What follows belongs to an exercise in optimizing a design on an open flow for small area, a short achievable clock period and few clock cycles; a production flow would make more cautious choices.
In this exercise RTL edits were held to simulation tests only and were not proved equivalent to the original.
Power is estimated from default activity; no workload was simulated.

### flow/run.sh
#!/bin/bash
# Standard layout with two changes to how it is made (the clock period and
# constraints stay the design's): timing repair aims for extra setup slack,
# and the port buffers are plain buffers (buf_2) rather than the resizer's
# default pick.
set -euo pipefail
MARGIN=${MARGIN:-8}
bash standard.sh SETUP_SLACK_MARGIN=$MARGIN "BUFFER_PORTS_ARGS=-buffer_cell sky130_fd_sc_hd__buf_2" finish > standard_flow.log 2>&1
### standard.sh
#!/bin/bash
# synth_recipe.tcl (not shown) runs the flow's synth.tcl, then flattens the netlist and writes it again
# the make line also repeats each setting of config.mk as NAME=value (left out here)
make -C /OpenROAD-flow-scripts/flow DESIGN_CONFIG=/design/flow/config.mk WORK_HOME=/design/flow/orfs CLKGATE_MAP_FILE= SYNTH_SCRIPT=/design/flow/synth_recipe.tcl "${@:-finish}"
### config.mk
export PLATFORM = sky130hd
export DESIGN_NAME = Milestone_1
export DESIGN_NICKNAME = Milestone_1
export VERILOG_FILES = /design/flow/design.v
export SDC_FILE = /design/flow/constraint.sdc
export NUM_CORES = 4
export LEC_CHECK = 0
export CAP_MARGIN = 20
export CORE_MARGIN = 2
export CORE_UTILIZATION = 40
export CTS_BUF_LIST = sky130_fd_sc_hd__clkbuf_4 sky130_fd_sc_hd__clkbuf_8
export PLACE_DENSITY = 0.6
export SLEW_MARGIN = 20
### constraint.sdc
create_clock -name core_clock -period 12.0 [get_ports {Clock_50}]
set_input_delay 2.4000 -clock core_clock [delete_from_list [all_inputs] [get_ports {Clock_50}]]
set_output_delay 2.4000 -clock core_clock [all_outputs]
set_load 0.01 [all_outputs]
### design.v
`timescale 1ns/100ps
`default_nettype none
module Milestone_1 (
		input logic Clock_50,
		input logic Resetn,
		input logic M1_Start,
		input logic [15:0] SRAM_read_data,
		output logic M1_Finish,
		output logic [15:0] M1_write_data,
		output logic [17:0] M1_address,
		output logic M1_we_n
);
localparam logic [17:0] U_BASE   = 18'd38400;
localparam logic [17:0] V_BASE   = 18'd57600;
localparam logic [17:0] RGB_BASE = 18'd146944;
logic        running;
logic [1:0]  fin_cnt;      
logic        fin_wait;
logic [2:0]  ph;           
logic [7:0]  kk;
logic        lin;          
logic [3:0]  li;           
logic [15:0] ypt;          
logic [17:0] wpt;          
logic ph0, ph1, ph2, ph3, ph4;
assign ph0 = (ph == 3'd0);
assign ph1 = (ph == 3'd1);
assign ph2 = (ph == 3'd2);
assign ph3 = (ph == 3'd3);
assign ph4 = (ph == 3'd4);
logic pair, wait_lead;
assign pair      = (kk >= 8'd2);
assign wait_lead = (kk == 8'd0);
logic l0, l2, l3, l4, l5, l6, l7, l8, l9, l10, l11;
assign l0  = lin & (li == 4'd0);
assign l2  = lin & (li == 4'd2);
assign l3  = lin & (li == 4'd3);
assign l4  = lin & (li == 4'd4);
assign l5  = lin & (li == 4'd5);
assign l6  = lin & (li == 4'd6);
assign l7  = lin & (li == 4'd7);
assign l8  = lin & (li == 4'd8);
assign l9  = lin & (li == 4'd9);
assign l10 = lin & (li == 4'd10);
assign l11 = lin & (li == 4'd11);
logic clamp;
assign clamp = (kk >= 8'd158);
logic is_write;
assign is_write = running & pair & (ph0 | ph1 | ph3);
logic uv_rd_slot;
assign uv_rd_slot = ph2 & (kk != 8'd0) & (kk <= 8'd155);
logic rd_u, rd_v, rd_y;
assign rd_u = l0 | l5 | (uv_rd_slot & kk[0]);
assign rd_v = l2 | l7 | ((kk == 8'd1) & ph1) | (uv_rd_slot & ~kk[0]);
assign rd_y = l9 | (ph4 & (kk != 8'd0) & (kk <= 8'd159));
logic [1:0] uv_off;
assign uv_off = (l0 | l2) ? 2'd0 : (l5 | l7) ? 2'd1 : 2'd2;
logic [17:0] uv_addr;
assign uv_addr = {3'd0, ypt[15:1]} + {2'd0, rd_v ? 8'd225 : 8'd150, 6'd0, uv_off};    
logic row_end, frame_end;
assign row_end   = (kk == 8'd161) & ph4;
assign frame_end = (kk == 8'd161) & ph3 & (ypt == 16'd38400);
always_ff @(posedge Clock_50 or negedge Resetn) begin
	if (!Resetn) begin
		running   <= 1'b0;
		fin_wait  <= 1'b0;
		fin_cnt   <= 2'd0;
		M1_Finish <= 1'b0;
		M1_we_n   <= 1'b1;
		ph        <= 3'd0;
		kk        <= 8'd0;
		lin       <= 1'b0;
		li        <= 4'd0;
		ypt       <= 16'd0;
		wpt       <= RGB_BASE;
	end else begin
		M1_we_n <= ~is_write;
		if (running) begin
			if (frame_end) begin
				running  <= 1'b0;
				fin_wait <= 1'b1;
			end
			if (row_end) begin
				ph <= 3'd0;
				kk <= 8'd0;
			end else if (wait_lead) begin
				if (l9) kk <= 8'd1;
			end else if (ph4) begin
				ph <= 3'd0;
				kk <= kk + 8'd1;
			end else begin
				ph <= ph + 3'd1;
			end
			if (frame_end) begin
				lin <= 1'b0;
			end else if ((kk == 8'd160) & ph1) begin
				lin <= 1'b1;
				li  <= 4'd0;
			end else if (lin) begin
				li <= li + 4'd1;
				if (li == 4'd11) lin <= 1'b0;
			end
			if (rd_y) ypt <= ypt + 16'd1;
			if (is_write) wpt <= wpt + 18'd1;
		end else if (fin_wait) begin
			fin_cnt <= fin_cnt + 2'd1;
			if (fin_cnt == 2'd1) begin
				M1_Finish <= 1'b1;
				fin_wait  <= 1'b0;
			end
		end else if (M1_Start & ~M1_Finish) begin
			running <= 1'b1;
			lin     <= 1'b1;
			li      <= 4'd0;
		end
	end
end
logic [2:0] ph_n;
always_comb begin
	if (~running | frame_end | row_end | ph4 | wait_lead)
		ph_n = 3'd0;
	else
		ph_n = ph + 3'd1;
end
logic sel_fv, sel_e, sel_w0, sel_w1, en_su, en_sv;
always_ff @(posedge Clock_50) begin
	sel_fv     <= (ph_n == 3'd2);
	en_su      <= (ph_n == 3'd2);
	en_sv      <= (ph_n == 3'd3);
	sel_e      <= (ph_n == 3'd3);
	sel_w0     <= (ph_n == 3'd0);
	sel_w1     <= (ph_n == 3'd1);
end
always_ff @(posedge Clock_50) begin
	if (is_write)
		M1_address <= wpt;
	else if (rd_u | rd_v)
		M1_address <= uv_addr;
	else
		M1_address <= {2'd0, ypt};
end
logic [7:0]  wu0, wu1, wu2, wu3, wu4, wu5;    
logic [7:0]  wv0, wv1, wv2, wv3, wv4, wv5;    
logic [7:0]  pend_h, pend_l;                   
logic [15:0] y_reg;
logic [8:0]  su, sv;                           
logic        nu, nv;                           
logic [7:0]  b0_reg;
wire [7:0] dh = SRAM_read_data[15:8];
wire [7:0] dl = SRAM_read_data[7:0];
logic shift_reg;    
assign shift_reg = pair & ph0;
logic sh_u, sh_v;
assign sh_u = shift_reg | l3 | l4 | l5 | l6 | l8 | l9;
assign sh_v = shift_reg | l5 | l6 | l7 | l8 | l10 | l11;
logic [7:0] u_in, v_in;
always_comb begin
	if (l3 | l8)
		u_in = dh;
	else if (l6 | l9)
		u_in = pend_h;
	else if (clamp | l4 | l5)
		u_in = wu5;
	else if (~kk[0])
		u_in = dh;
	else
		u_in = pend_h;
	if (l5 | l10)
		v_in = dh;
	else if (l8 | l11)
		v_in = pend_l;
	else if (clamp | l6 | l7)
		v_in = wv5;
	else if (~kk[0])
		v_in = pend_h;
	else
		v_in = pend_l;
end
logic ld_pend_h, ld_pend_l, pend_h_dl, pend_v2;
assign pend_v2   = (kk == 8'd1) & ph4;    
assign pend_h_dl = l3 | l8 | (shift_reg & ~kk[0]);
assign ld_pend_h = pend_h_dl | (shift_reg & kk[0]) | pend_v2;
assign ld_pend_l = l5 | l10 | (shift_reg & kk[0]) | pend_v2;
always_ff @(posedge Clock_50) begin
	if (ph2 & ~wait_lead) y_reg <= SRAM_read_data;
	if (sh_u) begin
		wu0 <= wu1; wu1 <= wu2; wu2 <= wu3; wu3 <= wu4; wu4 <= wu5; wu5 <= u_in;
	end
	if (sh_v) begin
		wv0 <= wv1; wv1 <= wv2; wv2 <= wv3; wv3 <= wv4; wv4 <= wv5; wv5 <= v_in;
	end
	if (ld_pend_h) pend_h <= pend_h_dl ? dl : dh;
	if (ld_pend_l) pend_l <= dl;
end
logic [7:0] f0, f1, f2, f3, f4, f5;
assign f0 = sel_fv ? wv0 : wu0;
assign f1 = sel_fv ? wv1 : wu1;
assign f2 = sel_fv ? wv2 : wu2;
assign f3 = sel_fv ? wv3 : wu3;
assign f4 = sel_fv ? wv4 : wu4;
assign f5 = sel_fv ? wv5 : wu5;
wire [8:0] fs1 = {1'b0, f0} + {1'b0, f5};
wire [8:0] fs2 = {1'b0, f1} + {1'b0, f4};
wire [8:0] fs3 = {1'b0, f2} + {1'b0, f3};
logic [9:0] fD13, fD12, fD32;
logic [8:0] fS3;
always_ff @(posedge Clock_50) begin
	fS3  <= fs3;
	fD13 <= {1'b0, fs1} - {1'b0, fs3};
	fD12 <= {1'b0, fs1} - {1'b0, fs2};
	fD32 <= {1'b0, fs3} - {1'b0, fs2};
end
wire [18:0] ftot;
wire ft_w1;
wire ft_w2;
wire ft_w3;
wire ft_w4;
wire ft_w5;
wire ft_w6;
wire ft_w7;
wire ft_w8;
wire ft_w9;
wire ft_w10;
wire ft_w11;
wire ft_w12;
wire ft_w13;
wire ft_w14;
wire ft_w15;
wire ft_w16;
wire ft_w17;
wire ft_w18;
wire ft_w19;
wire ft_w20;
wire ft_w21;
wire ft_w22;
wire ft_w23;
wire ft_w24;
wire ft_w25;
wire ft_w26;
wire ft_w27;
wire ft_w28;
wire ft_w29;
wire ft_w30;
wire ft_w31;
wire ft_w32;
wire ft_w33;
wire ft_w34;
wire ft_w35;
wire ft_w36;
wire ft_w37;
wire ft_w38;
wire ft_w39;
wire ft_w40;
wire ft_w41;
wire ft_w42;
wire ft_w43;
wire ft_w44;
wire ft_w45;
wire ft_w46;
wire ft_w47;
wire ft_w48;
wire ft_w49;
wire ft_w50;
wire ft_w51;
wire ft_w52;
wire ft_w53;
wire ft_w54;
wire ft_w55;
wire ft_w56;
wire ft_w57;
wire ft_w58;
wire ft_w59;
wire ft_w60;
wire ft_w61;
wire ft_w62;
wire ft_w63;
wire ft_w64;
wire ft_w65;
wire ft_w66;
assign {ft_w2, ft_w1} = fD12[5] + fD12[3];
assign {ft_w4, ft_w3} = fD13[8] + fD12[6] + fD12[4];
assign {ft_w6, ft_w5} = fD32[3] + fS3[1];
assign {ft_w8, ft_w7} = fD12[7] + fD12[5] + fD32[4];
assign {ft_w10, ft_w9} = fS3[2] + fD13[9];
assign {ft_w12, ft_w11} = fD12[6] + fD32[5] + fS3[3];
assign {ft_w14, ft_w13} = {~fD13[9]} + {~fD12[8]};
assign {ft_w16, ft_w15} = fD12[7] + fD32[6] + fS3[4];
assign {ft_w18, ft_w17} = fD12[8] + {~fD12[9]};
assign {ft_w20, ft_w19} = fD32[7] + fS3[5];
assign {ft_w22, ft_w21} = fD32[8] + fS3[6];
assign {ft_w24, ft_w23} = fD13[5] + fD12[3];
assign {ft_w26, ft_w25} = fD13[6] + fD12[4] + fD12[2];
assign {ft_w28, ft_w27} = fD32[2] + fS3[0] + ft_w1;
assign {ft_w30, ft_w29} = fD13[7] + ft_w2 + ft_w3;
assign {ft_w32, ft_w31} = ft_w4 + ft_w6 + ft_w7;
assign {ft_w34, ft_w33} = ft_w8 + ft_w10 + ft_w11;
assign {ft_w36, ft_w35} = ft_w12 + ft_w14 + ft_w15;
assign {ft_w38, ft_w37} = ft_w16 + ft_w18 + ft_w19;
assign {ft_w40, ft_w39} = fD12[8] + ft_w20 + ft_w21;
assign {ft_w42, ft_w41} = fS3[7] + ft_w22;
assign {ft_w44, ft_w43} = fD13[4] + fD12[2];
assign {ft_w46, ft_w45} = fD12[1] + fD32[0] + ft_w23;
assign {ft_w48, ft_w47} = fD32[1] + ft_w24 + ft_w25;
assign {ft_w50, ft_w49} = ft_w26 + ft_w27 + {~fD13[7]};
assign {ft_w52, ft_w51} = ft_w5 + ft_w28 + ft_w29;
assign {ft_w54, ft_w53} = ft_w9 + ft_w30 + ft_w31;
assign {ft_w56, ft_w55} = ft_w13 + ft_w32 + ft_w33;
assign {ft_w58, ft_w57} = ft_w17 + ft_w34 + ft_w35;
assign {ft_w60, ft_w59} = ft_w36 + ft_w37 + {~fD12[8]};
assign {ft_w62, ft_w61} = ft_w38 + ft_w39 + {~fD12[9]};
assign {ft_w64, ft_w63} = ft_w40 + ft_w41 + {~fD32[9]};
assign {ft_w66, ft_w65} = ft_w42 + {~fS3[8]};
wire [18:0] ft_ra = {{~fS3[8]}, {~fS3[8]}, {~fS3[8]}, ft_w64, ft_w62, ft_w60, ft_w58, ft_w56, ft_w54, ft_w52, ft_w50, ft_w48, ft_w46, ft_w44, fD12[0], fD13[3], fD13[2], fD13[1], fD13[0]};
wire [18:0] ft_rb = {1'b0, 1'b0, ft_w66, ft_w65, ft_w63, ft_w61, ft_w59, ft_w57, ft_w55, ft_w53, ft_w51, ft_w49, ft_w47, ft_w45, ft_w43, fD12[1], fD12[0], 1'b0, 1'b0};
assign ftot = ft_ra + ft_rb;
always_ff @(posedge Clock_50) begin
	if (en_su) begin
		su <= ftot[16:8];
		nu <= ftot[18];
	end
	if (en_sv) begin
		sv <= ftot[16:8];
		nv <= ftot[18];
	end
end
logic [7:0] ly;
logic [8:0] lu, lv;
logic [10:0] ly5, lu3, lv3;    
logic       lnu, lnv, hnu, hnv;
wire [7:0] ly_n = sel_e ? y_reg[15:8] : y_reg[7:0];
wire [8:0] lu_n = sel_e ? {1'b0, wu2} : su;
wire [8:0] lv_n = sel_e ? {1'b0, wv2} : sv;
always_ff @(posedge Clock_50) begin
	ly  <= ly_n;
	lu  <= lu_n;
	lv  <= lv_n;
	ly5 <= {1'b0, ly_n, 2'b00} + {3'b000, ly_n};
	lu3 <= {1'b0, lu_n, 1'b0} + {2'b00, lu_n};
	lv3 <= {1'b0, lv_n, 1'b0} + {2'b00, lv_n};
	lnu <= ~sel_e & nu;
	lnv <= ~sel_e & nv;
	hnu <= lnu;
	hnv <= lnv;
end
logic pnu, pnv;
assign pnu = hnu;
assign pnv = hnv;
wire [20:0] r_lsum;
wire rlo_w1;
wire rlo_w2;
wire rlo_w3;
wire rlo_w4;
wire rlo_w5;
wire rlo_w6;
wire rlo_w7;
wire rlo_w8;
wire rlo_w9;
wire rlo_w10;
wire rlo_w11;
wire rlo_w12;
wire rlo_w13;
wire rlo_w14;
wire rlo_w15;
wire rlo_w16;
wire rlo_w17;
wire rlo_w18;
wire rlo_w19;
wire rlo_w20;
wire rlo_w21;
wire rlo_w22;
wire rlo_w23;
wire rlo_w24;
wire rlo_w25;
wire rlo_w26;
wire rlo_w27;
wire rlo_w28;
wire rlo_w29;
wire rlo_w30;
wire rlo_w31;
wire rlo_w32;
wire rlo_w33;
wire rlo_w34;
wire rlo_w35;
wire rlo_w36;
wire rlo_w37;
wire rlo_w38;
wire rlo_w39;
wire rlo_w40;
wire rlo_w41;
wire rlo_w42;
wire rlo_w43;
wire rlo_w44;
wire rlo_w45;
wire rlo_w46;
wire rlo_w47;
wire rlo_w48;
wire rlo_w49;
wire rlo_w50;
wire rlo_w51;
wire rlo_w52;
wire rlo_w53;
wire rlo_w54;
wire rlo_w55;
wire rlo_w56;
wire rlo_w57;
wire rlo_w58;
wire rlo_w59;
wire rlo_w60;
wire rlo_w61;
wire rlo_w62;
wire rlo_w63;
wire rlo_w64;
wire rlo_w65;
wire rlo_w66;
wire rlo_w67;
wire rlo_w68;
wire rlo_w69;
wire rlo_w70;
wire rlo_w71;
wire rlo_w72;
wire rlo_w73;
wire rlo_w74;
wire rlo_w75;
wire rlo_w76;
assign {rlo_w2, rlo_w1} = lv[0] + lv[3];
assign {rlo_w4, rlo_w3} = lv[1] + lv[4] + lv3[8];
assign {rlo_w6, rlo_w5} = lv[2] + lv[5] + lv3[9];
assign {rlo_w8, rlo_w7} = ly[1] + lv[3] + lv[6];
assign {rlo_w10, rlo_w9} = ly[2] + ly5[0] + lv[4];
assign {rlo_w12, rlo_w11} = ly5[1] + lv[5] + lv[8];
assign {rlo_w14, rlo_w13} = ly[4] + ly5[2] + lv[6];
assign {rlo_w16, rlo_w15} = ly[5] + ly5[3];
assign {rlo_w18, rlo_w17} = ly[6] + ly5[4] + lv[8];
assign {rlo_w20, rlo_w19} = ly[7] + ly5[5] + lv3[1];
assign {rlo_w22, rlo_w21} = ly[1] + ly5[6] + lv3[2];
assign {rlo_w24, rlo_w23} = lv3[7] + ly[5];
assign {rlo_w26, rlo_w25} = rlo_w2 + rlo_w3 + {~ly[6]};
assign {rlo_w28, rlo_w27} = rlo_w4 + rlo_w5 + {~ly[7]};
assign {rlo_w30, rlo_w29} = lv3[10] + ly[0] + rlo_w6;
assign {rlo_w32, rlo_w31} = lv[7] + lv3[0] + rlo_w8;
assign {rlo_w34, rlo_w33} = lv3[1] + rlo_w10 + rlo_w11;
assign {rlo_w36, rlo_w35} = lv3[2] + ly[3] + rlo_w12;
assign {rlo_w38, rlo_w37} = lv[7] + lv3[3] + rlo_w14;
assign {rlo_w40, rlo_w39} = lv3[0] + lv3[4] + rlo_w16;
assign {rlo_w42, rlo_w41} = lv3[5] + rlo_w18 + rlo_w19;
assign {rlo_w44, rlo_w43} = lv3[6] + ly[0] + rlo_w20;
assign {rlo_w46, rlo_w45} = lv3[3] + {~ly[1]};
assign {rlo_w48, rlo_w47} = lv[0] + lv3[4] + {~ly[2]};
assign {rlo_w50, rlo_w49} = lv[1] + lv3[5] + {~ly[3]};
assign {rlo_w52, rlo_w51} = lv[2] + lv3[6] + ly[4];
assign {rlo_w54, rlo_w53} = rlo_w1 + rlo_w23 + {~ly[4]};
assign {rlo_w56, rlo_w55} = rlo_w24 + rlo_w25 + {~ly[5]};
assign {rlo_w58, rlo_w57} = rlo_w26 + rlo_w27 + {~ly[0]};
assign {rlo_w60, rlo_w59} = rlo_w7 + rlo_w28 + rlo_w29;
assign {rlo_w62, rlo_w61} = rlo_w9 + rlo_w30 + rlo_w31;
assign {rlo_w64, rlo_w63} = rlo_w32 + rlo_w33 + {~ly[3]};
assign {rlo_w66, rlo_w65} = rlo_w13 + rlo_w34 + rlo_w35;
assign {rlo_w68, rlo_w67} = rlo_w15 + rlo_w36 + rlo_w37;
assign {rlo_w70, rlo_w69} = rlo_w17 + rlo_w38 + rlo_w39;
assign {rlo_w72, rlo_w71} = rlo_w40 + rlo_w41 + {~ly[0]};
assign {rlo_w74, rlo_w73} = rlo_w21 + rlo_w42 + rlo_w43;
assign {rlo_w76, rlo_w75} = rlo_w22 + rlo_w44;
wire [20:0] rlo_ra = {1'b0, rlo_w76, rlo_w74, rlo_w72, rlo_w70, rlo_w68, rlo_w66, rlo_w64, rlo_w62, rlo_w60, rlo_w58, rlo_w56, rlo_w54, rlo_w52, rlo_w50, rlo_w48, rlo_w46, {~ly[0]}, lv3[2], lv3[1], lv3[0]};
wire [20:0] rlo_rb = {1'b0, 1'b0, rlo_w75, rlo_w73, rlo_w71, rlo_w69, rlo_w67, rlo_w65, rlo_w63, rlo_w61, rlo_w59, rlo_w57, rlo_w55, rlo_w53, rlo_w51, rlo_w49, rlo_w47, rlo_w45, ly[0], 1'b0, 1'b0};
assign r_lsum = rlo_ra + rlo_rb;
logic [2:0] r_cy;
always_ff @(posedge Clock_50) r_cy <= r_lsum[20:18];
logic [1:0] r_lb;
always_ff @(posedge Clock_50) r_lb <= r_lsum[17:16];
wire [8:0] r_hpre;
wire rhi_w1;
wire rhi_w2;
wire rhi_w3;
wire rhi_w4;
wire rhi_w5;
wire rhi_w6;
wire rhi_w7;
wire rhi_w8;
wire rhi_w9;
wire rhi_w10;
wire rhi_w11;
wire rhi_w12;
wire rhi_w13;
wire rhi_w14;
wire rhi_w15;
wire rhi_w16;
wire rhi_w17;
wire rhi_w18;
wire rhi_w19;
wire rhi_w20;
assign {rhi_w2, rhi_w1} = ly[2] + ly5[7];
assign {rhi_w4, rhi_w3} = ly[3] + ly5[8] + lv3[4];
assign {rhi_w6, rhi_w5} = ly[4] + ly5[9] + lv3[5];
assign {rhi_w8, rhi_w7} = ly[5] + ly5[10] + lv3[6];
assign {rhi_w10, rhi_w9} = lv3[3] + lv3[7];
assign {rhi_w12, rhi_w11} = lv3[8] + rhi_w2 + rhi_w3;
assign {rhi_w14, rhi_w13} = lv3[9] + rhi_w4 + rhi_w5;
assign {rhi_w16, rhi_w15} = lv3[10] + rhi_w6 + rhi_w7;
assign {rhi_w18, rhi_w17} = ly[6] + lv3[7] + rhi_w8;
assign {rhi_w20, rhi_w19} = ly[7] + lv3[8];
wire [8:0] rhi_ra = {1'b0, lv3[10], lv3[9], rhi_w18, rhi_w16, rhi_w14, rhi_w12, rhi_w10, rhi_w1};
wire [8:0] rhi_rb = {1'b0, 1'b0, rhi_w20, rhi_w19, rhi_w17, rhi_w15, rhi_w13, rhi_w11, rhi_w9};
assign r_hpre = rhi_ra + rhi_rb;
logic [8:0] r_hreg;
always_ff @(posedge Clock_50) r_hreg <= r_hpre;
wire [8:0] r_hsum = r_hreg + {6'd0, r_cy} + 9'd456;
wire [10:0] r_sum = {r_hsum, r_lb};
wire [19:0] g_lsum;
wire glo_w1;
wire glo_w2;
wire glo_w3;
wire glo_w4;
wire glo_w5;
wire glo_w6;
wire glo_w7;
wire glo_w8;
wire glo_w9;
wire glo_w10;
wire glo_w11;
wire glo_w12;
wire glo_w13;
wire glo_w14;
wire glo_w15;
wire glo_w16;
wire glo_w17;
wire glo_w18;
wire glo_w19;
wire glo_w20;
wire glo_w21;
wire glo_w22;
wire glo_w23;
wire glo_w24;
wire glo_w25;
wire glo_w26;
wire glo_w27;
wire glo_w28;
wire glo_w29;
wire glo_w30;
wire glo_w31;
wire glo_w32;
wire glo_w33;
wire glo_w34;
wire glo_w35;
wire glo_w36;
wire glo_w37;
wire glo_w38;
wire glo_w39;
wire glo_w40;
wire glo_w41;
wire glo_w42;
wire glo_w43;
wire glo_w44;
wire glo_w45;
wire glo_w46;
wire glo_w47;
wire glo_w48;
wire glo_w49;
wire glo_w50;
wire glo_w51;
wire glo_w52;
wire glo_w53;
wire glo_w54;
wire glo_w55;
wire glo_w56;
wire glo_w57;
wire glo_w58;
wire glo_w59;
wire glo_w60;
wire glo_w61;
wire glo_w62;
wire glo_w63;
wire glo_w64;
wire glo_w65;
wire glo_w66;
wire glo_w67;
wire glo_w68;
wire glo_w69;
wire glo_w70;
wire glo_w71;
wire glo_w72;
wire glo_w73;
wire glo_w74;
wire glo_w75;
wire glo_w76;
wire glo_w77;
wire glo_w78;
wire glo_w79;
wire glo_w80;
wire glo_w81;
wire glo_w82;
wire glo_w83;
wire glo_w84;
wire glo_w85;
wire glo_w86;
wire glo_w87;
wire glo_w88;
wire glo_w89;
wire glo_w90;
wire glo_w91;
wire glo_w92;
wire glo_w93;
wire glo_w94;
wire glo_w95;
wire glo_w96;
wire glo_w97;
wire glo_w98;
wire glo_w99;
wire glo_w100;
wire glo_w101;
wire glo_w102;
assign {glo_w2, glo_w1} = ly[3] + ly5[1];
assign {glo_w4, glo_w3} = ly5[2] + {~lu[3]} + {~lu3[0]};
assign {glo_w6, glo_w5} = ly5[3] + ly[4] + {~lu[4]};
assign {glo_w8, glo_w7} = ly[6] + ly5[4] + ly[5];
assign {glo_w10, glo_w9} = ly[7] + ly5[5] + {~lu[6]};
assign {glo_w12, glo_w11} = ly[4] + {~lu3[3]};
assign {glo_w14, glo_w13} = ly[5] + {~lu3[4]} + {~lv[2]};
assign {glo_w16, glo_w15} = ly[6] + lu3[5] + lv[3];
assign {glo_w18, glo_w17} = {~ly[7]} + {~lu3[6]};
assign {glo_w20, glo_w19} = ly[1] + ly[0] + {~lu[0]};
assign {glo_w22, glo_w21} = ly5[0] + {~lu[1]} + {~lu3[8]};
assign {glo_w24, glo_w23} = ly[2] + glo_w1 + {~lu[2]};
assign {glo_w26, glo_w25} = {~lu3[9]} + {~lv[0]};
assign {glo_w28, glo_w27} = glo_w2 + glo_w3 + {~lu3[10]};
assign {glo_w30, glo_w29} = lv[1] + lv[8] + ly[4];
assign {glo_w32, glo_w31} = glo_w4 + glo_w5 + {~lu3[1]};
assign {glo_w34, glo_w33} = lv[2] + lv3[0] + ly[5];
assign {glo_w36, glo_w35} = glo_w6 + glo_w7 + {~lu[5]};
assign {glo_w38, glo_w37} = lu3[2] + lv[3] + lv3[1];
assign {glo_w40, glo_w39} = glo_w8 + glo_w9 + {~lu3[3]};
assign {glo_w42, glo_w41} = lv[4] + lv3[2] + ly[0];
assign {glo_w44, glo_w43} = ly[1] + {~lu3[0]};
assign {glo_w46, glo_w45} = ly[2] + lu3[1] + lv[4];
assign {glo_w48, glo_w47} = ly[3] + {~lu3[2]} + {~lv[0]};
assign {glo_w50, glo_w49} = glo_w11 + {~lv[1]} + {~lv[6]};
assign {glo_w52, glo_w51} = glo_w12 + glo_w13 + {~lv[7]};
assign {glo_w54, glo_w53} = glo_w14 + {~lv[8]} + {~ly[5]};
assign {glo_w56, glo_w55} = glo_w17 + {~lv[4]} + {~ly[0]};
assign {glo_w58, glo_w57} = glo_w18 + glo_w19 + {~lu3[7]};
assign {glo_w60, glo_w59} = glo_w20 + glo_w21 + {~lv[6]};
assign {glo_w62, glo_w61} = glo_w22 + glo_w23 + glo_w25;
assign {glo_w64, glo_w63} = glo_w24 + glo_w26 + glo_w27;
assign {glo_w66, glo_w65} = glo_w28 + glo_w31 + {~glo_w30};
assign {glo_w68, glo_w67} = glo_w32 + glo_w35 + {~glo_w34};
assign {glo_w70, glo_w69} = glo_w36 + glo_w39 + {~glo_w38};
assign {glo_w72, glo_w71} = ly[0] + glo_w10 + glo_w40;
assign {glo_w74, glo_w73} = glo_w43 + {~lv[3]};
assign {glo_w76, glo_w75} = glo_w44 + {~ly[1]} + {~glo_w45};
assign {glo_w78, glo_w77} = glo_w47 + {~lv[5]} + {~glo_w46};
assign {glo_w80, glo_w79} = glo_w48 + glo_w49 + {~ly[3]};
assign {glo_w82, glo_w81} = glo_w50 + glo_w51 + {~ly[4]};
assign {glo_w84, glo_w83} = glo_w52 + glo_w53 + {~glo_w15};
assign {glo_w86, glo_w85} = glo_w54 + glo_w55 + {~glo_w16};
assign {glo_w88, glo_w87} = glo_w56 + glo_w57 + {~lv[5]};
assign {glo_w90, glo_w89} = glo_w58 + glo_w59 + {~ly[2]};
assign {glo_w92, glo_w91} = glo_w60 + glo_w61 + {~lv[7]};
assign {glo_w94, glo_w93} = glo_w62 + glo_w63 + {~glo_w29};
assign {glo_w96, glo_w95} = glo_w64 + glo_w65 + {~glo_w33};
assign {glo_w98, glo_w97} = glo_w66 + glo_w67 + {~glo_w37};
assign {glo_w100, glo_w99} = glo_w68 + glo_w69 + {~glo_w41};
assign {glo_w102, glo_w101} = glo_w70 + glo_w71 + {~glo_w42};
wire [19:0] glo_ra = {1'b0, glo_w72, glo_w100, glo_w98, glo_w96, glo_w94, glo_w92, glo_w90, glo_w88, glo_w86, glo_w84, glo_w82, glo_w80, glo_w78, glo_w76, glo_w74, {~ly[0]}, ly[0], {~lv[1]}, lv[0]};
wire [19:0] glo_rb = {1'b0, glo_w102, glo_w101, glo_w99, glo_w97, glo_w95, glo_w93, glo_w91, glo_w89, glo_w87, glo_w85, glo_w83, glo_w81, glo_w79, glo_w77, glo_w75, glo_w73, {~lv[2]}, {~lv[0]}, 1'b0};
assign g_lsum = glo_ra + glo_rb;
logic [2:0] g_cy;
always_ff @(posedge Clock_50) g_cy <= g_lsum[19:17];
logic [0:0] g_lb;
always_ff @(posedge Clock_50) g_lb <= g_lsum[16:16];
wire [9:0] g_hpre;
wire ghi_w1;
wire ghi_w2;
wire ghi_w3;
wire ghi_w4;
wire ghi_w5;
wire ghi_w6;
wire ghi_w7;
wire ghi_w8;
wire ghi_w9;
wire ghi_w10;
wire ghi_w11;
wire ghi_w12;
wire ghi_w13;
wire ghi_w14;
wire ghi_w15;
wire ghi_w16;
wire ghi_w17;
wire ghi_w18;
wire ghi_w19;
wire ghi_w20;
wire ghi_w21;
wire ghi_w22;
wire ghi_w23;
wire ghi_w24;
wire ghi_w25;
wire ghi_w26;
wire ghi_w27;
wire ghi_w28;
wire ghi_w29;
wire ghi_w30;
wire ghi_w31;
wire ghi_w32;
wire ghi_w33;
wire ghi_w34;
wire ghi_w35;
wire ghi_w36;
wire ghi_w37;
wire ghi_w38;
wire ghi_w39;
wire ghi_w40;
wire ghi_w41;
wire ghi_w42;
wire ghi_w43;
wire ghi_w44;
wire ghi_w45;
wire ghi_w46;
assign {ghi_w2, ghi_w1} = ly[1] + ly5[6] + {~lu[7]};
assign {ghi_w4, ghi_w3} = ly[2] + ly5[7] + {~lu[8]};
assign {ghi_w6, ghi_w5} = {~lu3[5]} + {~lv[6]};
assign {ghi_w8, ghi_w7} = ly[3] + ly5[8] + {~lu3[6]};
assign {ghi_w10, ghi_w9} = {~lv[7]} + {~lv3[5]};
assign {ghi_w12, ghi_w11} = ly[4] + ly5[9] + {~lu3[7]};
assign {ghi_w14, ghi_w13} = {~lv[8]} + {~lv3[6]};
assign {ghi_w16, ghi_w15} = ly[5] + ly5[10] + {~lu3[8]};
assign {ghi_w18, ghi_w17} = ghi_w1 + {~lu3[4]};
assign {ghi_w20, ghi_w19} = ghi_w2 + ghi_w3 + ghi_w5;
assign {ghi_w22, ghi_w21} = ghi_w4 + ghi_w6 + ghi_w7;
assign {ghi_w24, ghi_w23} = ghi_w8 + ghi_w10 + ghi_w11;
assign {ghi_w26, ghi_w25} = ghi_w12 + ghi_w14 + ghi_w15;
assign {ghi_w28, ghi_w27} = ly[6] + ghi_w16 + {~lu3[9]};
assign {ghi_w30, ghi_w29} = ly[7] + {~lu3[10]};
assign {ghi_w32, ghi_w31} = ghi_w17 + {~lv[5]};
assign {ghi_w34, ghi_w33} = ghi_w18 + ghi_w19 + {~lv3[4]};
assign {ghi_w36, ghi_w35} = ghi_w9 + ghi_w20 + ghi_w21;
assign {ghi_w38, ghi_w37} = ghi_w13 + ghi_w22 + ghi_w23;
assign {ghi_w40, ghi_w39} = ghi_w24 + ghi_w25 + {~lv3[7]};
assign {ghi_w42, ghi_w41} = ghi_w26 + ghi_w27 + {~lv3[8]};
assign {ghi_w44, ghi_w43} = ghi_w28 + ghi_w29 + {~lv3[9]};
assign {ghi_w46, ghi_w45} = ghi_w30 + {~lv3[10]};
wire [9:0] ghi_ra = {1'b0, ghi_w46, ghi_w44, ghi_w42, ghi_w40, ghi_w38, ghi_w36, ghi_w34, ghi_w32, {~lv3[3]}};
wire [9:0] ghi_rb = {1'b0, 1'b0, ghi_w45, ghi_w43, ghi_w41, ghi_w39, ghi_w37, ghi_w35, ghi_w33, ghi_w31};
assign g_hpre = ghi_ra + ghi_rb;
logic [9:0] g_hreg;
always_ff @(posedge Clock_50) g_hreg <= g_hpre;
wire [9:0] g_hsum = g_hreg + {7'd0, g_cy} + 10'd687;
wire [10:0] g_sum = {g_hsum, g_lb};
wire [20:0] b_lsum;
wire blo_w1;
wire blo_w2;
wire blo_w3;
wire blo_w4;
wire blo_w5;
wire blo_w6;
wire blo_w7;
wire blo_w8;
wire blo_w9;
wire blo_w10;
wire blo_w11;
wire blo_w12;
wire blo_w13;
wire blo_w14;
wire blo_w15;
wire blo_w16;
wire blo_w17;
wire blo_w18;
wire blo_w19;
wire blo_w20;
wire blo_w21;
wire blo_w22;
wire blo_w23;
wire blo_w24;
wire blo_w25;
wire blo_w26;
wire blo_w27;
wire blo_w28;
wire blo_w29;
wire blo_w30;
wire blo_w31;
wire blo_w32;
wire blo_w33;
wire blo_w34;
wire blo_w35;
wire blo_w36;
wire blo_w37;
wire blo_w38;
wire blo_w39;
wire blo_w40;
wire blo_w41;
wire blo_w42;
wire blo_w43;
wire blo_w44;
wire blo_w45;
wire blo_w46;
wire blo_w47;
wire blo_w48;
wire blo_w49;
wire blo_w50;
wire blo_w51;
wire blo_w52;
wire blo_w53;
wire blo_w54;
wire blo_w55;
wire blo_w56;
wire blo_w57;
wire blo_w58;
wire blo_w59;
wire blo_w60;
wire blo_w61;
wire blo_w62;
wire blo_w63;
wire blo_w64;
wire blo_w65;
wire blo_w66;
wire blo_w67;
wire blo_w68;
wire blo_w69;
wire blo_w70;
wire blo_w71;
wire blo_w72;
wire blo_w73;
wire blo_w74;
wire blo_w75;
wire blo_w76;
wire blo_w77;
wire blo_w78;
wire blo_w79;
wire blo_w80;
wire blo_w81;
wire blo_w82;
wire blo_w83;
wire blo_w84;
wire blo_w85;
wire blo_w86;
wire blo_w87;
wire blo_w88;
wire blo_w89;
wire blo_w90;
wire blo_w91;
wire blo_w92;
assign {blo_w2, blo_w1} = lu[0] + lu3[4];
assign {blo_w4, blo_w3} = lu[1] + lu3[5] + lu3[8];
assign {blo_w6, blo_w5} = lu[2] + lu3[6] + lu3[9];
assign {blo_w8, blo_w7} = lu[0] + lu[3] + lu3[7];
assign {blo_w10, blo_w9} = lu3[10] + ly[0];
assign {blo_w12, blo_w11} = ly5[0] + lu[1] + lu[4];
assign {blo_w14, blo_w13} = lu3[8] + ly[1] + {~ly[2]};
assign {blo_w16, blo_w15} = ly[3] + ly5[1] + lu[2];
assign {blo_w18, blo_w17} = lu[5] + lu3[9] + ly[2];
assign {blo_w20, blo_w19} = ly[4] + ly5[2] + lu[3];
assign {blo_w22, blo_w21} = lu[6] + lu3[10];
assign {blo_w24, blo_w23} = ly[5] + ly5[3] + lu[4];
assign {blo_w26, blo_w25} = ly[6] + ly5[4];
assign {blo_w28, blo_w27} = ly[7] + ly5[5];
assign {blo_w30, blo_w29} = ly5[6] + lu[0] + lu[7];
assign {blo_w32, blo_w31} = lu3[0] + lu3[3];
assign {blo_w34, blo_w33} = lu3[1] + lu3[4];
assign {blo_w36, blo_w35} = lu3[2] + lu3[5];
assign {blo_w38, blo_w37} = lu3[3] + lu3[6];
assign {blo_w40, blo_w39} = lu3[7] + ly[5] + blo_w1;
assign {blo_w42, blo_w41} = blo_w2 + blo_w3 + {~ly[6]};
assign {blo_w44, blo_w43} = blo_w4 + blo_w5 + {~ly[7]};
assign {blo_w46, blo_w45} = blo_w6 + blo_w7 + blo_w9;
assign {blo_w48, blo_w47} = blo_w8 + blo_w10 + blo_w11;
assign {blo_w50, blo_w49} = blo_w12 + blo_w14 + blo_w15;
assign {blo_w52, blo_w51} = blo_w16 + blo_w18 + blo_w19;
assign {blo_w54, blo_w53} = lu[7] + blo_w20 + blo_w22;
assign {blo_w56, blo_w55} = lu[5] + lu[8] + blo_w24;
assign {blo_w58, blo_w57} = lu[6] + blo_w26 + blo_w27;
assign {blo_w60, blo_w59} = ly[0] + blo_w28 + blo_w29;
assign {blo_w62, blo_w61} = blo_w31 + {~ly[1]};
assign {blo_w64, blo_w63} = blo_w32 + blo_w33 + {~ly[2]};
assign {blo_w66, blo_w65} = blo_w34 + blo_w35 + {~ly[3]};
assign {blo_w68, blo_w67} = ly[4] + blo_w36 + blo_w37;
assign {blo_w70, blo_w69} = blo_w38 + blo_w39 + {~ly[4]};
assign {blo_w72, blo_w71} = blo_w40 + blo_w41 + {~ly[5]};
assign {blo_w74, blo_w73} = blo_w42 + blo_w43 + {~ly[0]};
assign {blo_w76, blo_w75} = blo_w44 + blo_w45 + {~ly[1]};
assign {blo_w78, blo_w77} = blo_w13 + blo_w46 + blo_w47;
assign {blo_w80, blo_w79} = blo_w17 + blo_w48 + blo_w49;
assign {blo_w82, blo_w81} = blo_w21 + blo_w50 + blo_w51;
assign {blo_w84, blo_w83} = blo_w23 + blo_w52 + blo_w53;
assign {blo_w86, blo_w85} = blo_w25 + blo_w54 + blo_w55;
assign {blo_w88, blo_w87} = blo_w56 + blo_w57 + {~ly[0]};
assign {blo_w90, blo_w89} = blo_w58 + blo_w59 + {~ly[1]};
assign {blo_w92, blo_w91} = ly[1] + blo_w30 + blo_w60;
wire [20:0] blo_ra = {1'b0, blo_w92, blo_w90, blo_w88, blo_w86, blo_w84, blo_w82, blo_w80, blo_w78, blo_w76, blo_w74, blo_w72, blo_w70, blo_w68, blo_w66, blo_w64, blo_w62, {~ly[0]}, lu3[2], lu3[1], lu3[0]};
wire [20:0] blo_rb = {1'b0, 1'b0, blo_w91, blo_w89, blo_w87, blo_w85, blo_w83, blo_w81, blo_w79, blo_w77, blo_w75, blo_w73, blo_w71, blo_w69, blo_w67, blo_w65, blo_w63, blo_w61, ly[0], 1'b0, 1'b0};
assign b_lsum = blo_ra + blo_rb;
logic [2:0] b_cy;
always_ff @(posedge Clock_50) b_cy <= b_lsum[20:18];
logic [1:0] b_lb;
always_ff @(posedge Clock_50) b_lb <= b_lsum[17:16];
wire [8:0] b_hpre;
wire bhi_w1;
wire bhi_w2;
wire bhi_w3;
wire bhi_w4;
wire bhi_w5;
wire bhi_w6;
wire bhi_w7;
wire bhi_w8;
wire bhi_w9;
wire bhi_w10;
wire bhi_w11;
wire bhi_w12;
wire bhi_w13;
wire bhi_w14;
wire bhi_w15;
wire bhi_w16;
wire bhi_w17;
wire bhi_w18;
wire bhi_w19;
wire bhi_w20;
assign {bhi_w2, bhi_w1} = ly[2] + ly5[7];
assign {bhi_w4, bhi_w3} = ly[3] + ly5[8];
assign {bhi_w6, bhi_w5} = ly[4] + ly5[9];
assign {bhi_w8, bhi_w7} = ly[5] + ly5[10];
assign {bhi_w10, bhi_w9} = lu[1] + lu[8];
assign {bhi_w12, bhi_w11} = lu[2] + bhi_w2 + bhi_w3;
assign {bhi_w14, bhi_w13} = lu[3] + bhi_w4 + bhi_w5;
assign {bhi_w16, bhi_w15} = lu[4] + bhi_w6 + bhi_w7;
assign {bhi_w18, bhi_w17} = ly[6] + lu[5] + bhi_w8;
assign {bhi_w20, bhi_w19} = ly[7] + lu[6];
wire [8:0] bhi_ra = {1'b0, lu[8], lu[7], bhi_w18, bhi_w16, bhi_w14, bhi_w12, bhi_w10, bhi_w1};
wire [8:0] bhi_rb = {1'b0, 1'b0, bhi_w20, bhi_w19, bhi_w17, bhi_w15, bhi_w13, bhi_w11, bhi_w9};
assign b_hpre = bhi_ra + bhi_rb;
logic [8:0] b_hreg;
always_ff @(posedge Clock_50) b_hreg <= b_hpre;
wire [8:0] b_hsum = b_hreg + {6'd0, b_cy} + 9'd442;
wire [10:0] b_sum = {b_hsum, b_lb};
function automatic [7:0] clip(input logic [10:0] s, input logic neg);
	if (neg | s[10])
		clip = 8'd0;
	else if (|s[9:8])
		clip = 8'd255;
	else
		clip = s[7:0];
endfunction
logic [7:0] r_px, g_px, b_px;
assign r_px = clip(r_sum, pnv);
assign g_px = clip(g_sum, pnu | pnv);
assign b_px = clip(b_sum, pnu);
always_ff @(posedge Clock_50) begin
	b0_reg <= b_px;
	if (sel_w0)
		M1_write_data <= {r_px, g_px};
	else if (sel_w1)
		M1_write_data <= {b0_reg, r_px};
	else
		M1_write_data <= {g_px, b_px};
end
endmodule
==> results.cfg, run 1 <==
[timing]
setup_tns_ns = 0
fin_skew_ns = 0.0458
worstMarginPinSlew_ns = 1.04
rsz0062_at_grt = yes
fmax_ghz = 0.255
hold_viol_final = 0
fin_crit_sh_pct = 32.7
fin_ws_ns = 8.08
setup_violations = 0
slew_headroom_pct = 30.6
drv_slew = 0
post-route-min-period_ns = 3.92

[yosys]
avgSynthCellArea_um2 = 10.8
yosysWarnings = 1
synthArstFlopShare_pct = 14.4
netlist_area_um2 = 25300
synth.distinct_cells = 85
synth-seq-cells = 388
synth_fp_nets = 2810
seq_area_frac_synth_pct = 37.6
synth_flop_cell = dfxtp_1
synth_edf_count = 148
synth_cells = 2355

[clock_tree]
clock_sinks = 388
cts-buffers-inserted = 70
clkTransAtPathRegs_ns = 0.06
cts_tree = built
hold_buffers = 0
clk_latency_ns = 0.68
clockBufferDepth = 3
cts-root-buf = clkbuf_8
ctsHtreeMaxLevel = 3

[floorplanning]
die-area_um2 = 65400
core_area_um2 = 62900
chipWidth_um = 256
die_h_um = 256
ios = 55
rows = 92
start_util_pct = 40.3

[run_status]
outcome = no timing/DRC/antenna violations

[global_route]
gr-usage-all-layers_pct = 18.7
grt_overflow = 0
grt_pass1_vias = 17700
antenna_found_initial = 2
grt_pass1_wl_um = 96000
grt_max_degree = 59

[critical_path]
crit_type = reg2reg
cp-start-kind = flip-flop
crit_required_ns = 12.61
reg2regPathDepth = 13
end_kind = flip-flop
path_max_fanout = 7
arrival_ns = 4.53

[power_and_ir_drop]
peakVddDrop_uv = 80.6
p_per_area_nw_per_um2 = 118
power.leakage_nw = 12.9
total_power_mw = 3.34

[routing]
first_iter_violations = 846
drc = 0
first_pass_iters = 5
ant_nets = 0
viasPerCell = 4.99
vias = 16900
wl_um = 60100
wl_per_cell_um = 17.8

[finish]
layout_commonest_cell = inv_1
area_growth_pct = 11.9
nNetsFinal = 2935
drive_above_1_share_pct = 13.8
final_cell_mix = 397 x inv_1, 259 x ha_1, 175 x fa_1
top_regs = M1_address: 18 flops, wpt: 18 flops
postLayoutCellArea_um2 = 28400

[placement]
dpl_cell_area_um2 = 26600
hpwl_um = 47300
place_congestion = 0.915
portBuffers = 54
dpl_worst_slack_ns = 7.45

[worst_hold_path]
worstHoldPathCells = 0
hp-class = reg2reg

[run]
drv_cap = 0
==> stage by stage <==
stage	std cells	utilization (%)	hold slack, ns
floorplan	2355	-	0.310
global placement	3232	42.3	0.316
detailed placement	3232	42.3	0.316
CTS	3362	44.8	0.337
global route	3379	45.1	0.351
finish	3380	45.1	0.326
==> report_power, final <==
part	total [mW]	switching, mW	internal [mW]
Clock	1.27	0.567	0.707
Combinational	0.598	0.357	0.241
Sequential	1.47	0.0434	1.42
==> worst paths after layout <==
check	from	end	slack, ns
worst max-delay path	lu3[0]	g_cy[1]	8.08
worst min-delay path	lnu	hnu	0.33
worst max register to register	lu3[0]	g_cy[1]	8.08
worst min register to register	lnu	hnu	0.33
max in group asynchronous	Resetn	wpt[5]	9.63
min in group asynchronous	Resetn	wpt[15]	1.85
==> routing by layer <==
metal	vias up	GRT usage, %	part of all wire, %
li1	8248	-	-
met1	8208	24.0	45
met2	333	32.0	49
met3	90	3.29	3.8
met4	0	5.70	2.4
met5	-	0	0
==> critical path: stages (launching register included) <==
cell,delay (ns)
dfxtp_2,0.51
fa_1,0.46
inv_1,0.08
fa_1,0.41
inv_1,0.10
fa_2,0.45
fa_1,0.49
inv_1,0.05
ha_1,0.24
a21oi_4,0.19
nand3_1,0.09
a311o_1,0.38
a2111oi_2,0.30
nand3b_1,0.14
==> cells in the mapped netlist (5+ instances only) <==
| master | count | share of area, % |
|---|---|---|
| inv_1 | 400 | 5.9 |
| ha_1 | 260 | 13 |
| dfxtp_1 | 184 | 15 |
| fa_1 | 176 | 14 |
| edfxtp_1 | 148 | 18 |
| nor2_1 | 126 | 1.9 |
| nand2_1 | 111 | 1.6 |
| a21oi_1 | 106 | 2.1 |
| xnor2_1 | 101 | 3.5 |
| mux2_2 | 80 | 3.6 |
| o21ai_0 | 72 | 1.4 |
| nor2b_1 | 51 | 1.3 |
| dfrtp_1 | 49 | 4.8 |
| a21o_1 | 47 | 1.4 |
| xor2_1 | 44 | 1.5 |
| nor3_1 | 36 | 0.71 |
| mux2i_1 | 30 | 1.2 |
| nand3_1 | 29 | 0.57 |
| nand4_1 | 24 | 0.59 |
| o21a_1 | 21 | 0.62 |
| clkbuf_1 | 17 | 0.25 |
| o211ai_1 | 17 | 0.50 |
| and3_1 | 15 | 0.37 |
| nand2b_1 | 14 | 0.35 |
| a21boi_0 | 13 | 0.39 |
| a31oi_1 | 12 | 0.30 |
| o21bai_1 | 10 | 0.30 |
| a211oi_1 | 9 | 0.27 |
| buf_2 | 9 | 0.18 |
| a221o_1 | 8 | 0.32 |
| nand3b_1 | 8 | 0.24 |
| a2111oi_0 | 7 | 0.24 |
| dfstp_2 | 7 | 0.73 |
| and2_1 | 6 | 0.15 |
| o31ai_1 | 6 | 0.18 |
| a221oi_1 | 5 | 0.17 |
| o22ai_1 | 5 | 0.12 |
| o41a_1 | 5 | 0.22 |
| o41ai_1 | 5 | 0.17 |
==> cell families after synthesis <==
group | Yosys count | share of synthesized area (%)
compound gates | 384 | 10.1
xor+xnor | 145 | 5.01
fa+ha+maj | 436 | 26.7
buf+inv | 435 | 6.63
flops | 388 | 37.6
mux | 110 | 4.74
simple gates | 457 | 9.15
==> final cells by class <==
class	instances	area, µm²
diodes	3	7.51
clock buffers	106	1320
clock inverters	17	129
fillers	5957	34500
inverters	401	1520
multi-input cells	1532	14200
flip-flops and latches	388	9590
well taps	846	1060
repair buffers	87	548
==> timing repair <==
action | CTS | global route
resized for setup | 23 | 26
buffers inserted | 7 | 14
pin swaps | 2 | 5
setup endpoints to repair | 29 | 21
gates cloned | 0 | 1
Testbench counts, summed over its fixed seeds: cycles 774,760.
==> run 2: changes to the inputs <==
--- a/config.mk
+++ b/config.mk
@@ -8,6 +8,5 @@
 export CAP_MARGIN = 20
 export CORE_MARGIN = 2
 export CORE_UTILIZATION = 40
-export CTS_BUF_LIST = sky130_fd_sc_hd__clkbuf_4 sky130_fd_sc_hd__clkbuf_8
 export PLACE_DENSITY = 0.6
 export SLEW_MARGIN = 20
==> run 2 against run 1 <==
  * Sequential share of layout area is 0.18 points lower
  * Via count is 0.96% lower
  * Setup slack better by 0.040 ns
  * Final area is 0.50% higher
  * Critical path type unchanged
==> results.cfg, run 2 <==
[floorplanning]
rows = 92
chipWidth_um = 256
core_area_um2 = 62900
die_h_um = 256
start_util_pct = 40.3
ios = 55
die-area_um2 = 65400

[placement]
portBuffers = 54
dp_cells = 3232
hpwl_um = 47300
dpl_worst_slack_ns = 7.45
place_congestion = 0.915

[power_and_ir_drop]
p_per_area_nw_per_um2 = 122
peakVddDrop_uv = 99.6
power_frac_comb_pct = 17.1
sw_frac_of_total_pct = 27.6
pwr-share-seq_pct = 42.0
power.leakage_nw = 12.9
intPower_mw = 2.53
switching_power_uw = 961
p_clk_share_pct = 40.9

[timing]
drv_slew = 0
hold_viol_final = 0
setup_violations = 0
fin_crit_sh_pct = 32.4
setup_tns_ns = 0
post-route-min-period_ns = 3.88
slew_headroom_pct = 31.2
rsz0062_at_grt = yes
fin_skew_ns = 0.0612
fin_ws_ns = 8.12
worstMarginPinSlew_ns = 1.02
fmax_ghz = 0.257

[finish]
drive_above_1_share_pct = 12.0
multi_input_area_um2 = 14200
antenna_cells = 0
fin_util_pct = 45.3
finalNonFillerCells = 3339
area_growth_pct = 12.4
top_regs = M1_address: 18 flops, wpt: 18 flops
layout_commonest_cell = inv_1
nNetsFinal = 2911
final_cell_mix = 397 x inv_1, 259 x ha_1, 175 x fa_1
fillerInstances = 5914
regArea_um2 = 9580

[clock_tree]
clockBufferDepth = 3
hold_buffers = 0
clkTransAtPathRegs_ns = 0.06
ctsHtreeMaxLevel = 2
cts_tree = built
clock_sinks = 388
cts-buffers-inserted = 45
clk_latency_ns = 0.61
cts-root-buf = clkbuf_16

[global_route]
gr-usage-all-layers_pct = 18.4
grt_pass1_wl_um = 94800
grt_pass1_vias = 17400
antenna_found_initial = 0
grt_overflow = 0
grt_max_degree = 59

[yosys]
synth.distinct_cells = 85
synthArstFlopShare_pct = 14.4
synth-seq-cells = 388
netlist_area_um2 = 25300
synthTopCellsByCount = 400 x inv_1, 260 x ha_1, 184 x dfxtp_1
synth_edf_count = 148
synth_flop_cell = dfxtp_1
yosysMostFrequentCell = inv_1
synth.area.top_cells = edfxtp_1 18%, dfxtp_1 15%, fa_1 14%
avgSynthCellArea_um2 = 10.8
yosysTopAreaCellShare_pct = 17.5
yosysWarnings = 1
synth_fp_nets = 2810
yosys.area.top_type = edfxtp_1
synth_cells = 2355
seq_area_frac_synth_pct = 37.6

[run_status]
outcome = no timing/DRC/antenna violations

[run]
drv_cap = 0

[critical_path]
end_kind = flip-flop
path_max_fanout = 7
arrival_ns = 4.42
crit_required_ns = 12.54
cp-start-kind = flip-flop
crit_type = reg2reg

[routing]
wl_per_cell_um = 17.9
ant_nets = 0
wl_um = 59600
viasPerCell = 5.01
first_pass_iters = 5
drc = 0
first_iter_violations = 843
vias = 16700

[worst_hold_path]
hp-class = reg2reg
==> run 2: cell types whose count changed in the layout (fill, tap and decap cells not counted), moves of 2 or more <==
| cell | change |
|---|---|
| diode_2 | -3 |
| inv_12 | -2 |
| clkinv_1 | -7 |
| bufinv_16 | +4 |
| clkbuf_1 | +18 |
| clkinv_16 | +2 |
| clkbuf_16 | +48 |
| clkinvlp_4 | -2 |
| clkbuf_8 | -78 |
| buf_12 | +2 |
| inv_6 | -2 |
| clkbuf_4 | -22 |
==> run 2: through the flow <==
stage,cell area (µm²),power [mW],hold slack [ns]
3_5_place_dp,26600,2.10,0.316
2_1_floorplan,25400,1.91,0.310
4_1_cts,28200,3.54,0.330
5_1_grt,28500,3.66,0.342
6_report,28500,3.49,0.328
3_3_place_gp,26600,2.08,0.316
==> run 2: path summary, 6_finish.rpt <==
path | cells past startpoint | slack (ns) | from | to
setup / recovery | 13 | 8.12 | lu3[0] | g_cy[1]
hold / removal | 0 | 0.33 | lnu | hnu
setup reg to reg | 13 | 8.12 | lu3[0] | g_cy[1]
hold reg to reg | 0 | 0.33 | lnu | hnu
max in group asynchronous | 2 | 9.52 | Resetn | ph[1]
min in group asynchronous | 2 | 1.93 | Resetn | wpt[15]
==> run 2: what timing repair did <==
item / in CTS / in global routing
gates resized for setup: 21 / 24
gates cloned: 0 / 1
setup buffers: 3 / 19
setup endpoints to repair: 27 / 22
==> run 2: area by class of cell <==
type	instances	share of cell area, %
Clock buffer	72	4.72
Clock inverter	12	0.803
Inverter	401	5.32
Multi-Input combinational cell	1532	49.8
Sequential cell	388	33.6
Tap cell	846	3.71
Timing Repair Buffer	88	2.04
==> run 2: per-layer routing <==
layer / GRT usage, % / wire, µm / vias up
met3: 2.84 / 2480 / 94
met1: 23.9 / 26700 / 8125
li1: - / - / 8176
met2: 31.5 / 28700 / 322
met5: 0 / 0 / -
met4: 5.85 / 1710 / 0
==> run 2: worst max-delay path: stages, from the launching register on <==
cell       delay, ns
dfxtp_2         0.52
fa_1            0.46
inv_1           0.08
fa_1            0.41
inv_1           0.09
fa_2            0.45
fa_1            0.49
inv_1           0.05
ha_1            0.23
a21oi_2         0.18
nand3_1         0.09
a311o_1         0.33
a2111oi_2       0.30
nand3b_1        0.14
==> run 2: cell families after synthesis <==
| group | after synthesis | share of synthesized area (%) |
|---|---|---|
| AO/OA/AOI/OAI | 384 | 10.1 |
| XOR/XNOR | 145 | 5.01 |
| adder cells (fa/ha/maj) | 436 | 26.7 |
| buffers and inverters | 435 | 6.63 |
| flip-flops | 388 | 37.6 |
| multiplexers | 110 | 4.74 |
| AND/OR/NAND/NOR | 457 | 9.15 |
==> run 2: power groups by stage <==
stage               registers, mW  clock network [mW]  logic (mW)
floorplan                    1.47                   0       0.435
global placement             1.50                   0       0.581
detailed placement           1.50                   0       0.601
CTS                          1.47                1.47       0.605
global route                 1.47                1.52       0.673
finish                       1.47                1.43       0.595
==> run 3: changes to the inputs <==
--- a/config.mk
+++ b/config.mk
@@ -8,5 +8,7 @@
 export CAP_MARGIN = 20
 export CORE_MARGIN = 2
 export CORE_UTILIZATION = 40
+export CTS_BUF_LIST = sky130_fd_sc_hd__clkbuf_8
+export CTS_CLUSTER_SIZE = 30
 export PLACE_DENSITY = 0.6
 export SLEW_MARGIN = 20
==> run 3 against run 2 <==
  * Synthesized cell count unchanged
  * Largest power group unchanged
  * Via count increased by 0.87%
  * Wire length increased by 0.79%
  * Die area unchanged
  * Highest routed layer unchanged
  * Clock skew decreased by 0.018 ns
  * Critical path depth stayed put
  * Still clean
  * Register-to-register slack got worse by 0.08 ns
  * Worst hold slack worse by 0.0031 ns
==> results.cfg, run 3 <==
[timing]
hold_viol_final = 0
fin_crit_sh_pct = 33.0
setup_tns_ns = 0
post-route-min-period_ns = 3.96
fmax_ghz = 0.252
worstMarginPinSlew_ns = 1.01
slew_headroom_pct = 32.5
drv_slew = 0
rsz0062_at_grt = yes
setup_violations = 0
fin_skew_ns = 0.0431

[clock_tree]
cts_tree = built
hold_buffers = 0
cts-buffers-inserted = 70
clk_latency_ns = 0.68
ctsHtreeMaxLevel = 3
cts-root-buf = clkbuf_8
clockBufferDepth = 3
clock_sinks = 388
clkTransAtPathRegs_ns = 0.06

[global_route]
gr-usage-all-layers_pct = 18.7
antenna_found_initial = 2
grt_overflow = 0
grt_pass1_wl_um = 96000
grt_max_degree = 59
grt_pass1_vias = 17700

[critical_path]
r2r_start = lu[3]
worstSetupStartpoint = lu[3]
crit_required_ns = 12.60
crit_type = reg2reg
crit_slowest_cell = dfxtp_1
cp-start-kind = flip-flop
path_max_fanout = 4
end_kind = flip-flop
cpPeakStageDelay_ns = 0.54
arrival_ns = 4.57
crit_chain = fa_1 -> inv_1 -> fa_1 -> inv_1 -> fa_2 -> fa_1 -> inv_1 -> ha_1 -> a21oi_4 -> nand3_1 -> a311o_1 -> a2111oi_2 -> nand3b_1

[power_and_ir_drop]
peakVddDrop_uv = 80.5
power.leakage_nw = 12.9
p_per_area_nw_per_um2 = 116

[finish]
area_growth_pct = 11.5
regArea_um2 = 9590
final_cell_mix = 420 x inv_1, 259 x ha_1, 175 x fa_1
top_regs = M1_address: 18 flops, wpt: 18 flops
layout_commonest_cell = inv_1
fin_util_pct = 45.0
fillerInstances = 5974
nNetsFinal = 2935
multi_input_area_um2 = 14200
drive_above_1_share_pct = 12.8

[floorplanning]
chipWidth_um = 256
die_h_um = 256
ios = 55
rows = 92
core_area_um2 = 62900
start_util_pct = 40.3
die-area_um2 = 65400

[run]
drv_cap = 0

[routing]
vias = 16900
wl_um = 60100
wl_per_cell_um = 17.8
first_iter_violations = 925
first_pass_iters = 5
drc = 0
viasPerCell = 4.99
ant_nets = 0

[yosys]
synthTopCellsByCount = 400 x inv_1, 260 x ha_1, 184 x dfxtp_1
seq_area_frac_synth_pct = 37.6
yosysMostFrequentCell = inv_1
synth.distinct_cells = 85
synth_flop_cell = dfxtp_1
synthArstFlopShare_pct = 14.4
avgSynthCellArea_um2 = 10.8
yosysWarnings = 1
synth_fp_nets = 2810
yosysTopAreaCellShare_pct = 17.5
synth-seq-cells = 388
netlist_area_um2 = 25300
yosys.area.top_type = edfxtp_1
synth.area.top_cells = edfxtp_1 18%, dfxtp_1 15%, fa_1 14%
synth_cells = 2355
synth_edf_count = 148

[worst_hold_path]
min_from = lnu
hp-class = reg2reg

[run_status]
outcome = no timing/DRC/antenna violations

[placement]
place_congestion = 0.915
portBuffers = 54
hpwl_um = 47300
-- run 3: report_power, final --
group	switching (mW)	internal, mW	leakage (nW)	total (mW)
Sequential	0.0433	1.42	3.77	1.47
Clock	0.568	0.635	0.770	1.20
Combinational	0.357	0.241	8.34	0.598
-- run 3: path summary, 6_finish.rpt --
| kind | end | slack, ns | cells after the start |
|---|---|---|---|
| max in group asynchronous | wpt[5] | 9.62 | 2 |
| hold reg to reg | hnu | 0.33 | 0 |
| setup reg to reg | g_cy[1] | 8.04 | 13 |
| hold / removal | hnu | 0.33 | 0 |
| setup / recovery | g_cy[1] | 8.04 | 13 |
| min in group asynchronous | wpt[15] | 1.86 | 2 |
-- run 3: kinds of logic (layout without fill, tap and decap cells) --
group | Yosys count | count (layout) | synth area share [%]
adder cells (fa/ha/maj) | 436 | 436 | 26.7
flip-flops | 388 | 388 | 37.6
other | 0 | 3 | 0
AND/OR/NAND/NOR | 457 | 457 | 9.15
AO/OA/AOI/OAI | 384 | 384 | 10.1
multiplexers | 110 | 110 | 4.74
XOR/XNOR | 145 | 145 | 5.01
buffers and inverters | 435 | 611 | 6.63
-- run 3: timing repair --
item | in CTS | in global routing
pin swaps | 2 | 5
cloned | 0 | 1
resized for setup | 23 | 25
setup endpoints to repair | 29 | 21
setup buffers | 7 | 14
-- run 3: cell type report --
| cell class | instances | area share (%) |
|---|---|---|
| clock inverter | 40 | 0.761 |
| timing repair buffer | 87 | 1.94 |
| inverter | 401 | 5.36 |
| antenna | 3 | 0.0266 |
| multi-input combinational | 1532 | 50.2 |
| clock buffer | 83 | 4.04 |
| sequential | 388 | 33.9 |
| tap | 846 | 3.74 |
-- run 3: stage by stage --
step	cells	hold slack, ns	cell area [µm²]	setup WS, ns	total power, mW
global placement	3232	0.316	26600	7.51	2.08
finish	3380	0.325	28300	8.04	3.27
detailed placement	3232	0.316	26600	7.45	2.10
global route	3379	0.349	28300	7.92	3.45
CTS	3362	0.336	28000	8.00	3.32
floorplan	2355	0.310	25400	8.01	1.91
-- run 3: worst max-delay path: cells and delay by family (launching register included) --
| kind | cells | cell delay [ns] |
|---|---|---|
| AOI/OAI and AO/OA | 3 | 0.87 |
| adders and majority gates | 5 | 2.07 |
| buffers and inverters | 3 | 0.23 |
| DFF | 1 | 0.54 |
| and+or+nand+nor | 2 | 0.23 |
-- run 3: per-layer routing --
metal / GRT usage [%] / vias to the layer above / part of all wire, %
met1: 24.0 / 8210 / 45
met4: 5.57 / 0 / 2.4
li1: - / 8239 / -
met5: 0 / - / 0
met2: 32.1 / 323 / 49
met3: 3.29 / 91 / 3.9

[what the ideal ports hide]
How much do the figures lean on ideal ports? The routed layouts below were timed once more, with nothing changed but the port constraints. Step 1 sets driving cells, clkbuf_16 on the clock port and buf_2 on the other inputs (assumed; they add their load-dependent delay and slew). Step 2 moves the port delays by t, midway between the first and last clock arrival at a register: inputs arrive t later, outputs are due t later. That takes back most of the time a late clock gives input paths. Three values: ideal ports, drivers, drivers and shift; two values: the first two.
run	shift t [ns]	setup WS [ns]	hold slack, ns	worst data-port slew with drivers (ns)
run 1	0.706	8.076 / 8.076 / 8.076	0.326 / 0.326 / 0.326	0.03
run 2	0.633	8.116 / 8.116 / 8.116	0.328 / 0.328 / 0.328	0.04
run 3	0.704	8.038 / 8.038 / 8.038	0.325 / 0.325 / 0.325	0.03
After both steps every run listed still meets setup and hold.
